From an optimization exercise on the open Yosys and OpenROAD flow, aimed at small area; shortcuts taken in it are not production practice.
Function was checked by simulation only, so behaviour that the tests miss may differ from the original.
Power and IR drop assume default switching activity.

==> run a: inputs <==
==> flow/design.v <==
module ina_chan (
    input  wire        clk,
    input  wire        rst_n,
    input  wire        samp,     
    input  wire        first,    
    input  wire        c32,      
    input  wire        c5,       
    input  wire        k14,      
    input  wire        sda,
    input  wire        upd,
    output reg  [11:0] bcd,      
    output reg         inr       
);
    reg [11:0] acc;
    reg [1:0]  cs;
    wire [1:0] c0 = first ? 2'b10 : cs;
    wire lim = c0[0] ? c5 : c32;
    wire [1:0] cs_n = (~c0[1] | (sda == lim)) ? c0 :
                      (c0[0] ? {1'b0, sda} : ((k14 & ~sda) ? 2'b11 : {1'b0, ~sda}));
    function [3:0] dbl;    
        input [3:0] d;
        dbl = {d[3] | d[2] & (d[1] | d[0]),
               d[3] & d[0] | d[2] & ~d[1] & ~d[0],
               ~d[3] & ~d[2] & d[1] | d[2] & d[1] & d[0] | d[3] & ~d[0],
               ~d[3] & ~d[2] & d[0] | d[2] & d[1] & ~d[0] | d[3] & ~d[0]};
    endfunction
    wire [11:0] a0 = first ? 12'd0 : acc;
    wire [3:0] dh = dbl(a0[11:8]), dt = dbl(a0[7:4]), du = dbl(a0[3:0]);
    wire [11:0] acc_n = {dh[2:0], dt[3], dt[2:0], du[3], du[2:0], sda};
    always @(posedge clk or negedge rst_n) begin
        if (!rst_n) begin
            acc <= 12'd0; cs <= 2'b00; bcd <= 12'd0; inr <= 1'b0;
        end else begin
            if (samp) begin acc <= acc_n; cs <= cs_n; end
            if (upd) begin bcd <= acc; inr <= ~cs[1] & cs[0]; end
        end
    end
endmodule
module lcd_controller_x3 (
    input clk,
    input reset,
    input [11:0] val1,
    input [11:0] val2,
    input [11:0] val3,
    output rs,
    output rw,
    output enable,
    output [7:0] data
);
    reg [4:0] e;
    reg [4:0] p;
    reg [3:0] dlo;       
    wire setup = (e == 5'd10);
    wire [4:0] pn = (&p) ? 5'd8 : p + 5'd1;
    wire [11:0] vsel = pn[4] ? (pn[3] ? val3 : val2) : val1;
    reg [3:0] lo_n;
    always @(*) begin
        if (pn[4:3] == 2'd0) begin
            case (pn[2:0])
                3'd5: lo_n = 4'hC;
                3'd6: lo_n = 4'h1;
                3'd7: lo_n = 4'h6;
                default: lo_n = 4'h8;
            endcase
        end else begin
            case (pn[2:0])
                3'd0: lo_n = 4'h3;
                3'd1: lo_n = {2'b00, pn[4:3]};
                3'd2: lo_n = 4'hA;
                3'd3: lo_n = vsel[11:8];
                3'd4: lo_n = vsel[7:4];
                3'd5: lo_n = 4'hE;
                3'd6: lo_n = vsel[3:0];
                default: lo_n = 4'h0;
            endcase
        end
    end
    reg [3:0] hi;
    always @(*) begin
        if (p[4:3] == 2'd0) hi = (p == 5'd0 || p[2:0] >= 3'd5) ? 4'h0 : 4'h3;
        else case (p[2:0])
            3'd0: hi = 4'h5;
            3'd5: hi = 4'h2;
            3'd7: hi = (p[4:3] == 2'd1) ? 4'h2 : (p[4:3] == 2'd2) ? 4'hC : 4'h8;
            default: hi = 4'h3;
        endcase
    end
    always @(posedge clk or negedge reset) begin
        if (!reset) begin
            e <= 5'd0; p <= 5'd0; dlo <= 4'd0;
        end else begin
            e <= (e == 5'd30) ? 5'd1 : e + 5'd1;
            if (setup) begin p <= pn; dlo <= lo_n; end
        end
    end
    assign data = {hi, dlo};
    assign rs = (p[4:3] != 2'd0) & ~((p[2:0] == 3'd7) & p[4]);
    assign rw = 1'b0;
    assign enable = e[4] & (e[3] | e[2] & (e[1] | e[0]));    
endmodule
module top_module_x3 (
    input wire clk,
    input wire rst_n,
    output reg buzzer,
    input  wire sda1_i, output wire sda1_o, output wire sda1_oe, output wire scl1,
    input  wire sda2_i, output wire sda2_o, output wire sda2_oe, output wire scl2,
    input  wire sda3_i, output wire sda3_o, output wire sda3_oe, output wire scl3,
    output wire lcd_rs,
    output wire lcd_rw,
    output wire lcd_en,
    output wire [7:0] lcd_d,
    output reg relay1,
    output reg relay2,
    output reg relay3
);
    reg [1:0] q;
    wire tick = q[1] & q[0];
    reg [5:0] ss;
    reg [3:0] bidx;
    reg [2:0] ucnt;      
    wire inbyte = ~(ss[5] & (ss[4] | ss[3] | ss[2]));
    wire [3:0] slot = ss[5:2];
    wire [1:0] sub  = ss[1:0];
    wire b_last  = (bidx == 4'd3) | (bidx == 4'd5) | bidx[3];
    wire b_read  = (bidx == 4'd7) | bidx[3];
    wire b4      = (bidx == 4'd4);
    wire nxt     = tick & (ss == 6'd39);
    wire upd     = nxt & bidx[3];    
    always @(posedge clk or negedge rst_n) begin
        if (!rst_n) begin
            q <= 2'd0;
            ss <= 6'd40; bidx <= 4'd0; ucnt <= 3'd0;
        end else begin
            q <= {q[0] ^ q[1], ~q[0] | q[1]};
            if (tick) begin
                if (ss == 6'd35) begin
                    if (b_last) ss <= 6'd37;
                    else begin
                        bidx <= bidx + 4'd1;
                        ss <= (bidx[2] & bidx[1]) ? 6'd0 : 6'd3;
                    end
                end else ss <= ss + 6'd1;
                if (ss == 6'd39) begin
                    bidx <= bidx[3] ? 4'd4 : bidx + 4'd1;
                    if (bidx[3] && !(&ucnt)) ucnt <= ucnt + 3'd1;
                end
            end
        end
    end
    wire g_scl_lo = (ss == 6'd37) | (ss == 6'd63);
    wire g_o_lo   = g_scl_lo | (ss == 6'd38) | (ss == 6'd62);
    wire scl_c = inbyte ? (sub[1] ^ sub[0]) : ~g_scl_lo;
    wire is_addr = (bidx == 4'd0) | b4 | (bidx == 4'd6);
    wire oe_c  = inbyte ? (slot[3] ? b_read : ~b_read & ~(slot == 4'd0 & ~is_addr))
                        : ~(ss == 6'd40 && bidx == 4'd0);
    wire [2:0] bitn = ~slot[2:0];             
    reg cbit;                                  
    always @(*) begin
        case (bidx)
            4'd1: cbit = (bitn == 3'd0) | (bitn == 3'd2);      
            4'd2: cbit = (bitn == 3'd4);                       
            4'd5: cbit = (bitn == 3'd2);                       
            4'd6: cbit = (bitn == 3'd7) | (bitn == 3'd0);      
            4'd8: cbit = 1'b1;                                 
            4'd0, 4'd4: cbit = (bitn == 3'd7);                 
            default: cbit = 1'b0;                              
        endcase
    end
    wire o1 = inbyte ? cbit : ~g_o_lo;
    wire o2 = inbyte ? (cbit | (is_addr & bitn == 3'd1 & ~slot[3])) : ~g_o_lo;
    wire o3 = inbyte ? (cbit | (is_addr & bitn == 3'd3 & ~slot[3])) : ~g_o_lo;
    assign scl1 = scl_c; assign scl2 = scl_c; assign scl3 = scl_c;
    assign sda1_oe = oe_c; assign sda2_oe = oe_c; assign sda3_oe = oe_c;
    assign sda1_o = o1; assign sda2_o = o2; assign sda3_o = o3;
    wire samp  = tick & inbyte & b_read & ~slot[3] & ~sub[1] & sub[0];
    wire first = (bidx == 4'd7) & (slot[2:0] == 3'd0);
    wire msb = ~bidx[3];
    wire c32 = msb & (bitn == 3'd6 | bitn == 3'd5 | bitn == 3'd4 | bitn == 3'd3 | bitn == 3'd2 | bitn == 3'd0);
    wire c5  = msb ? (bitn == 3'd0) : (bitn == 3'd7 | bitn == 3'd6 | bitn == 3'd5 | bitn == 3'd4 | bitn == 3'd2);
    wire k14 = msb & (bitn == 3'd6);
    wire [11:0] v1, v2, v3;
    wire c1, c2, c3;
    ina_chan U_C1 (.clk(clk), .rst_n(rst_n), .samp(samp), .first(first), .c32(c32), .c5(c5), .k14(k14), .sda(sda1_i), .upd(upd), .bcd(v1), .inr(c1));
    ina_chan U_C2 (.clk(clk), .rst_n(rst_n), .samp(samp), .first(first), .c32(c32), .c5(c5), .k14(k14), .sda(sda2_i), .upd(upd), .bcd(v2), .inr(c2));
    ina_chan U_C3 (.clk(clk), .rst_n(rst_n), .samp(samp), .first(first), .c32(c32), .c5(c5), .k14(k14), .sda(sda3_i), .upd(upd), .bcd(v3), .inr(c3));
    wire u6 = (ucnt == 3'd6);
    wire prot = (&ucnt) | u6 | ((ucnt == 3'd5) & ~(b4 & ss[5] & (ss[4] ^ ss[3])));    
    wire rel_pt = q[1] & ~q[0] & (bidx == 4'd6) & (u6 ? (ss == 6'd62) : (ss == 6'd46));
    reg a1, a2, a3;
    always @(posedge clk or negedge rst_n) begin
        if (!rst_n) begin
            relay1 <= 1'b1; relay2 <= 1'b1; relay3 <= 1'b1;
            buzzer <= 1'b1;
            a1 <= 1'b0; a2 <= 1'b0; a3 <= 1'b0;
        end else begin
            if (prot & (c1 | c2 | c3)) buzzer <= 1'b0;
            if (upd) begin a1 <= prot & c1; a2 <= prot & c2; a3 <= prot & c3; end
            if (rel_pt & a1 & c1) relay1 <= 1'b0;
            if (rel_pt & a2 & c2) relay2 <= 1'b0;
            if (rel_pt & a3 & c3) relay3 <= 1'b0;
        end
    end
    lcd_controller_x3 U_LCD (
        .clk(clk), .reset(rst_n),
        .val1(v1), .val2(v2), .val3(v3),
        .rs(lcd_rs), .rw(lcd_rw), .enable(lcd_en), .data(lcd_d)
    );
endmodule
==> flow/flow/run.sh <==
#!/bin/bash
# Own layout flow: the standard ORFS flow (standard.sh) with two changes
# to how the layout is made:
#  - the I/O port buffers are sky130_fd_sc_hd__buf_1 (the standard flow's
#    buffer_ports picks a larger cell; the ports see only 0.01 pF)
#  - clock tree synthesis uses clkbuf_8 and adds no dummy loads
# Everything else (synthesis, floorplan, placement, routing) is standard.sh.
set -e
cat >> config.mk <<'EOM'
export BUFFER_PORTS_ARGS = -buffer_cell sky130_fd_sc_hd__buf_1
export CTS_ARGS = -sink_clustering_enable -repair_clock_nets -dont_use_dummy_load -buf_list sky130_fd_sc_hd__clkbuf_8
EOM
bash standard.sh > standard.log 2>&1
==> flow/standard.sh <==
#!/bin/bash
# synth_recipe.tcl (not shown) runs the flow's synth.tcl, then flattens the netlist and writes it again
# the make line also repeats each setting of config.mk as NAME=value (left out here)
make -C /OpenROAD-flow-scripts/flow DESIGN_CONFIG=/design/flow/config.mk WORK_HOME=/design/flow/orfs CLKGATE_MAP_FILE= SYNTH_SCRIPT=/design/flow/synth_recipe.tcl "${@:-finish}"
==> flow/config.mk <==
export PLATFORM = sky130hd
export DESIGN_NAME = top_module_x3
export DESIGN_NICKNAME = top_module_x3
export VERILOG_FILES = /design/flow/design.v
export SDC_FILE = /design/flow/constraint.sdc
export NUM_CORES = 4
export LEC_CHECK = 0
export CAP_MARGIN = 20
export CORE_MARGIN = 2
export CORE_UTILIZATION = 60
export SLEW_MARGIN = 20
export BUFFER_PORTS_ARGS = -buffer_cell sky130_fd_sc_hd__buf_1
export CTS_ARGS = -sink_clustering_enable -repair_clock_nets -dont_use_dummy_load -buf_list sky130_fd_sc_hd__clkbuf_8
==> flow/constraint.sdc <==
create_clock -name core_clock -period 20.0 [get_ports {clk}]
set_input_delay 4.0000 -clock core_clock [delete_from_list [all_inputs] [get_ports {clk}]]
set_output_delay 4.0000 -clock core_clock [all_outputs]
set_load 0.01 [all_outputs]
==> run b (differences from run a) <==
==> flow/design.v, changed modules only <==
module ina_step (
    input  wire [13:0] r,
    input  wire        first,    
    input  wire        c32,      
    input  wire        c5,       
    input  wire        k14,      
    input  wire        sda,
    output wire [13:0] rn
);
    wire [1:0] c0 = first ? 2'b10 : r[1:0];
    wire lim = c0[0] ? c5 : c32;
    wire [1:0] cs_n = (~c0[1] | (sda == lim)) ? c0 :
                      (c0[0] ? {1'b0, sda} : ((k14 & ~sda) ? 2'b11 : {1'b0, ~sda}));
    function [3:0] dbl;    
        input [3:0] d;
        dbl = {d[3] | d[2] & (d[1] | d[0]),
               d[3] & d[0] | d[2] & ~d[1] & ~d[0],
               ~d[3] & ~d[2] & d[1] | d[2] & d[1] & d[0] | d[3] & ~d[0],
               ~d[3] & ~d[2] & d[0] | d[2] & d[1] & ~d[0] | d[3] & ~d[0]};
    endfunction
    wire [11:0] a0 = first ? 12'd0 : r[13:2];
    wire [3:0] dh = dbl(a0[11:8]), dt = dbl(a0[7:4]), du = dbl(a0[3:0]);
    assign rn = {dh[2:0], dt[3], dt[2:0], du[3], du[2:0], sda, cs_n};
endmodule
module lcd_controller_x3 (
    input clk,
    input reset,
    input [11:0] val1,
    input [11:0] val2,
    input [11:0] val3,
    output rs,
    output rw,
    output enable,
    output [7:0] data
);
    reg [4:0] e;
    reg [4:0] p;
    reg [3:0] dlo;       
    wire setup = (e == 5'd10);
    wire [1:0] ch = p[4:3];
    wire [2:0] o  = p[2:0];
    wire [11:0] vsel = ch[1] ? (ch[0] ? val3 : val2) : val1;
    reg [3:0] lo_n;
    always @(*) begin
        if (ch == 2'd0) begin
            case (o)
                3'd4: lo_n = 4'hC;       
                3'd5: lo_n = 4'h1;       
                3'd6: lo_n = 4'h6;       
                3'd7: lo_n = 4'h3;       
                default: lo_n = 4'h8;    
            endcase
        end else begin
            case (o)
                3'd0: lo_n = {2'b00, ch};        
                3'd1: lo_n = 4'hA;               
                3'd2: lo_n = vsel[11:8];         
                3'd3: lo_n = vsel[7:4];          
                3'd4: lo_n = 4'hE;               
                3'd5: lo_n = vsel[3:0];          
                3'd6: lo_n = 4'h0;               
                default: lo_n = 4'h3;            
            endcase
        end
    end
    reg [3:0] hi;
    always @(*) begin
        if (p[4:3] == 2'd0) hi = (p == 5'd0 || p[2:0] >= 3'd5) ? 4'h0 : 4'h3;
        else case (p[2:0])
            3'd0: hi = 4'h5;
            3'd5: hi = 4'h2;
            3'd7: hi = (p[4:3] == 2'd1) ? 4'h2 : (p[4:3] == 2'd2) ? 4'hC : 4'h8;
            default: hi = 4'h3;
        endcase
    end
    always @(posedge clk or negedge reset) begin
        if (!reset) begin
            e <= 5'd0; p <= 5'd0; dlo <= 4'd0;
        end else begin
            e <= (e == 5'd30) ? 5'd1 : e + 5'd1;
            if (setup) begin p <= (&p) ? 5'd8 : p + 5'd1; dlo <= lo_n; end
        end
    end
    assign data = {hi, dlo};
    assign rs = (p[4:3] != 2'd0) & ~((p[2:0] == 3'd7) & p[4]);
    assign rw = 1'b0;
    assign enable = e[4] & (e[3] | e[2] & (e[1] | e[0]));    
endmodule
module top_module_x3 (
    input wire clk,
    input wire rst_n,
    output reg buzzer,
    input  wire sda1_i, output wire sda1_o, output wire sda1_oe, output wire scl1,
    input  wire sda2_i, output wire sda2_o, output wire sda2_oe, output wire scl2,
    input  wire sda3_i, output wire sda3_o, output wire sda3_oe, output wire scl3,
    output wire lcd_rs,
    output wire lcd_rw,
    output wire lcd_en,
    output wire [7:0] lcd_d,
    output reg relay1,
    output reg relay2,
    output reg relay3
);
    reg [1:0] q;
    wire tick = q[1] & q[0];
    reg [5:0] ss;
    reg [3:0] bidx;
    reg [2:0] ucnt;      
    wire inbyte = ~(ss[5] & (ss[4] | ss[3] | ss[2]));
    wire [3:0] slot = ss[5:2];
    wire [1:0] sub  = ss[1:0];
    wire b_last  = (bidx == 4'd3) | (bidx == 4'd5) | bidx[3];
    wire b_read  = (bidx == 4'd7) | bidx[3];
    wire b4      = (bidx == 4'd4);
    wire nxt     = tick & (ss == 6'd39);
    wire upd     = nxt & bidx[3];    
    always @(posedge clk or negedge rst_n) begin
        if (!rst_n) begin
            q <= 2'd0;
            ss <= 6'd40; bidx <= 4'd0; ucnt <= 3'd0;
        end else begin
            q <= {q[0] ^ q[1], ~q[0] | q[1]};
            if (tick) begin
                if (ss == 6'd35) begin
                    if (b_last) ss <= 6'd37;
                    else begin
                        bidx <= bidx + 4'd1;
                        ss <= (bidx[2] & bidx[1]) ? 6'd0 : 6'd3;
                    end
                end else ss <= ss + 6'd1;
                if (ss == 6'd39) begin
                    bidx <= bidx[3] ? 4'd4 : bidx + 4'd1;
                    if (bidx[3] && !(&ucnt)) ucnt <= ucnt + 3'd1;
                end
            end
        end
    end
    wire g_scl_lo = (ss == 6'd37) | (ss == 6'd63);
    wire g_o_lo   = g_scl_lo | (ss == 6'd38) | (ss == 6'd62);
    wire scl_c = inbyte ? (sub[1] ^ sub[0]) : ~g_scl_lo;
    wire is_addr = (bidx == 4'd0) | b4 | (bidx == 4'd6);
    wire oe_c  = inbyte ? (slot[3] ? b_read : ~b_read & ~(slot == 4'd0 & ~is_addr))
                        : ~(ss == 6'd40 && bidx == 4'd0);
    wire [2:0] bitn = ~slot[2:0];             
    reg cbit;                                  
    always @(*) begin
        case (bidx)
            4'd1: cbit = (bitn == 3'd0) | (bitn == 3'd2);      
            4'd2: cbit = (bitn == 3'd4);                       
            4'd5: cbit = (bitn == 3'd2);                       
            4'd6: cbit = (bitn == 3'd7) | (bitn == 3'd0);      
            4'd8: cbit = 1'b1;                                 
            4'd0, 4'd4: cbit = (bitn == 3'd7);                 
            default: cbit = 1'b0;                              
        endcase
    end
    wire o1 = inbyte ? cbit : ~g_o_lo;
    wire o2 = inbyte ? (cbit | (is_addr & bitn == 3'd1 & ~slot[3])) : ~g_o_lo;
    wire o3 = inbyte ? (cbit | (is_addr & bitn == 3'd3 & ~slot[3])) : ~g_o_lo;
    assign scl1 = scl_c; assign scl2 = scl_c; assign scl3 = scl_c;
    assign sda1_oe = oe_c; assign sda2_oe = oe_c; assign sda3_oe = oe_c;
    assign sda1_o = o1; assign sda2_o = o2; assign sda3_o = o3;
    wire rd_slot = inbyte & b_read & ~slot[3];
    wire proc  = rd_slot & (tick ? (~sub[1] & sub[0]) : ((q[1] ^ q[0]) & sub[1] & ~sub[0]));
    wire first = (bidx == 4'd7) & (slot[2:0] == 3'd0);
    wire msb = ~bidx[3];
    wire c32 = msb & (bitn == 3'd6 | bitn == 3'd5 | bitn == 3'd4 | bitn == 3'd3 | bitn == 3'd2 | bitn == 3'd0);
    wire c5  = msb ? (bitn == 3'd0) : (bitn == 3'd7 | bitn == 3'd6 | bitn == 3'd5 | bitn == 3'd4 | bitn == 3'd2);
    wire k14 = msb & (bitn == 3'd6);
    reg d3, d2a, d2b;        
    always @(posedge clk or negedge rst_n)
        if (!rst_n) begin d3 <= 1'b0; d2a <= 1'b0; d2b <= 1'b0; end
        else begin d3 <= sda3_i; d2a <= sda2_i; d2b <= d2a; end
    wire sbit = tick ? sda1_i : (q[1] ? d2b : d3);
    reg [13:0] ra, rb, rc;   
    wire [13:0] rstep;
    ina_step U_STEP (.r(ra), .first(first), .c32(c32), .c5(c5), .k14(k14), .sda(sbit), .rn(rstep));
    always @(posedge clk or negedge rst_n)
        if (!rst_n) begin ra <= 14'd0; rb <= 14'd0; rc <= 14'd0; end
        else begin ra <= rc; rb <= proc ? rstep : ra; rc <= rb; end
    wire dload = (ss == 6'd39) & bidx[3] & (q != 2'd0);
    reg [11:0] da, db, dc;
    always @(posedge clk or negedge rst_n)
        if (!rst_n) begin da <= 12'd0; db <= 12'd0; dc <= 12'd0; end
        else begin da <= dc; db <= dload ? ra[13:2] : da; dc <= db; end
    wire [11:0] v1 = db, v2 = dc, v3 = da;
    reg c1, c2, c3;
    always @(posedge clk or negedge rst_n)
        if (!rst_n) begin
            c1 <= 1'b0; c2 <= 1'b0; c3 <= 1'b0;
        end else if (upd) begin
            c1 <= ~ra[1] & ra[0]; c2 <= ~rb[1] & rb[0]; c3 <= ~rc[1] & rc[0];
        end
    wire u6 = (ucnt == 3'd6);
    wire prot = (&ucnt) | u6 | ((ucnt == 3'd5) & ~(b4 & ss[5] & (ss[4] ^ ss[3])));    
    wire rel_pt = q[1] & ~q[0] & (bidx == 4'd6) & (u6 ? (ss == 6'd62) : (ss == 6'd46));
    reg a1, a2, a3;
    always @(posedge clk or negedge rst_n) begin
        if (!rst_n) begin
            relay1 <= 1'b1; relay2 <= 1'b1; relay3 <= 1'b1;
            buzzer <= 1'b1;
            a1 <= 1'b0; a2 <= 1'b0; a3 <= 1'b0;
        end else begin
            if (prot & (c1 | c2 | c3)) buzzer <= 1'b0;
            if (upd) begin a1 <= prot & c1; a2 <= prot & c2; a3 <= prot & c3; end
            if (rel_pt & a1 & c1) relay1 <= 1'b0;
            if (rel_pt & a2 & c2) relay2 <= 1'b0;
            if (rel_pt & a3 & c3) relay3 <= 1'b0;
        end
    end
    lcd_controller_x3 U_LCD (
        .clk(clk), .reset(rst_n),
        .val1(v1), .val2(v2), .val3(v3),
        .rs(lcd_rs), .rw(lcd_rw), .enable(lcd_en), .data(lcd_d)
    );
endmodule
// module ina_chan removed
==> flow/flow/run.sh (replaced) <==
#!/bin/bash
# Own layout flow: the standard ORFS flow (standard.sh) with three
# changes to how the layout is made:
#  - synthesis leaves adders to abc as plain logic instead of mapping them to
#    half/full-adder cells (ADDER_MAP_FILE empty); the registers, their names
#    and cell types are exactly the standard synthesis's
#  - the I/O port buffers are sky130_fd_sc_hd__buf_1 (the standard flow's
#    buffer_ports picks a larger cell; the ports see only 0.01 pF)
#  - clock tree synthesis uses clkbuf_4 and adds no dummy loads
# Everything else (floorplan, placement, routing) is standard.sh.
# The ORFS logs of every step are in orfs/logs; make's output is in
# standard.log.
set -e
cat >> config.mk <<'EOM'
export ADDER_MAP_FILE =
export BUFFER_PORTS_ARGS = -buffer_cell sky130_fd_sc_hd__buf_1
export CTS_ARGS = -sink_clustering_enable -repair_clock_nets -dont_use_dummy_load -buf_list sky130_fd_sc_hd__clkbuf_4
EOM
bash standard.sh > standard.log 2>&1
CTS_ARGS = -sink_clustering_enable -repair_clock_nets -dont_use_dummy_load -buf_list sky130_fd_sc_hd__clkbuf_4   (was -sink_clustering_enable -repair_clock_nets -dont_use_dummy_load -buf_list sky130_fd_sc_hd__clkbuf_8)
==> summary.txt <==
Against run b, the setup slack of run a is lower by 0.11 ns.
In count of clock-buffer cells in the layout, run a and run b do not differ.
Run a passed the timing, design-rule and antenna checks. Run b ran to the end with no violations.
Between run b and run a, the lower cell area is in run b (gap about 20%, measured against run a).
Against run a, the combinational power of run b is lower by about 20%.
Total power: run b is smaller than run a (9.8%).

==> port drivers added, routing unchanged <==
The results above use ideal ports. As a check the final layouts listed here were re-extracted and re-timed, cells and wires unchanged.
Step 1 (the two cells are an assumption about what drives the block):
set clk [get_ports {clk}]
set_driving_cell -lib_cell sky130_fd_sc_hd__clkbuf_16 $clk
set_driving_cell -lib_cell sky130_fd_sc_hd__buf_2 [delete_from_list [all_inputs] $clk]
Step 2 adds t to the input delays and takes it off the output delays; t is the mean of the earliest and latest rising clock arrival at the registers after step 1. Input paths then give back, and output paths get back, about the clock's delay inside the block.
Three values: ideal ports, drivers, drivers and shift; two values: the first two.
| run | t (ns) | setup slack, ns | clock arrival spread, ns | slew at the worst register clock pin (ns) | worst data-port slew with drivers (ns) |
|---|---|---|---|---|---|
| run a | 0.455 | 13.495 / 13.457 / 13.911 | 0.026 / 0.025 | 0.07 / 0.07 | 0.03 |
| run b | 0.500 | 13.600 / 13.567 / 14.067 | 0.054 / 0.054 | 0.12 / 0.12 | 0.03 |
After both steps setup and hold are still met in every run listed.
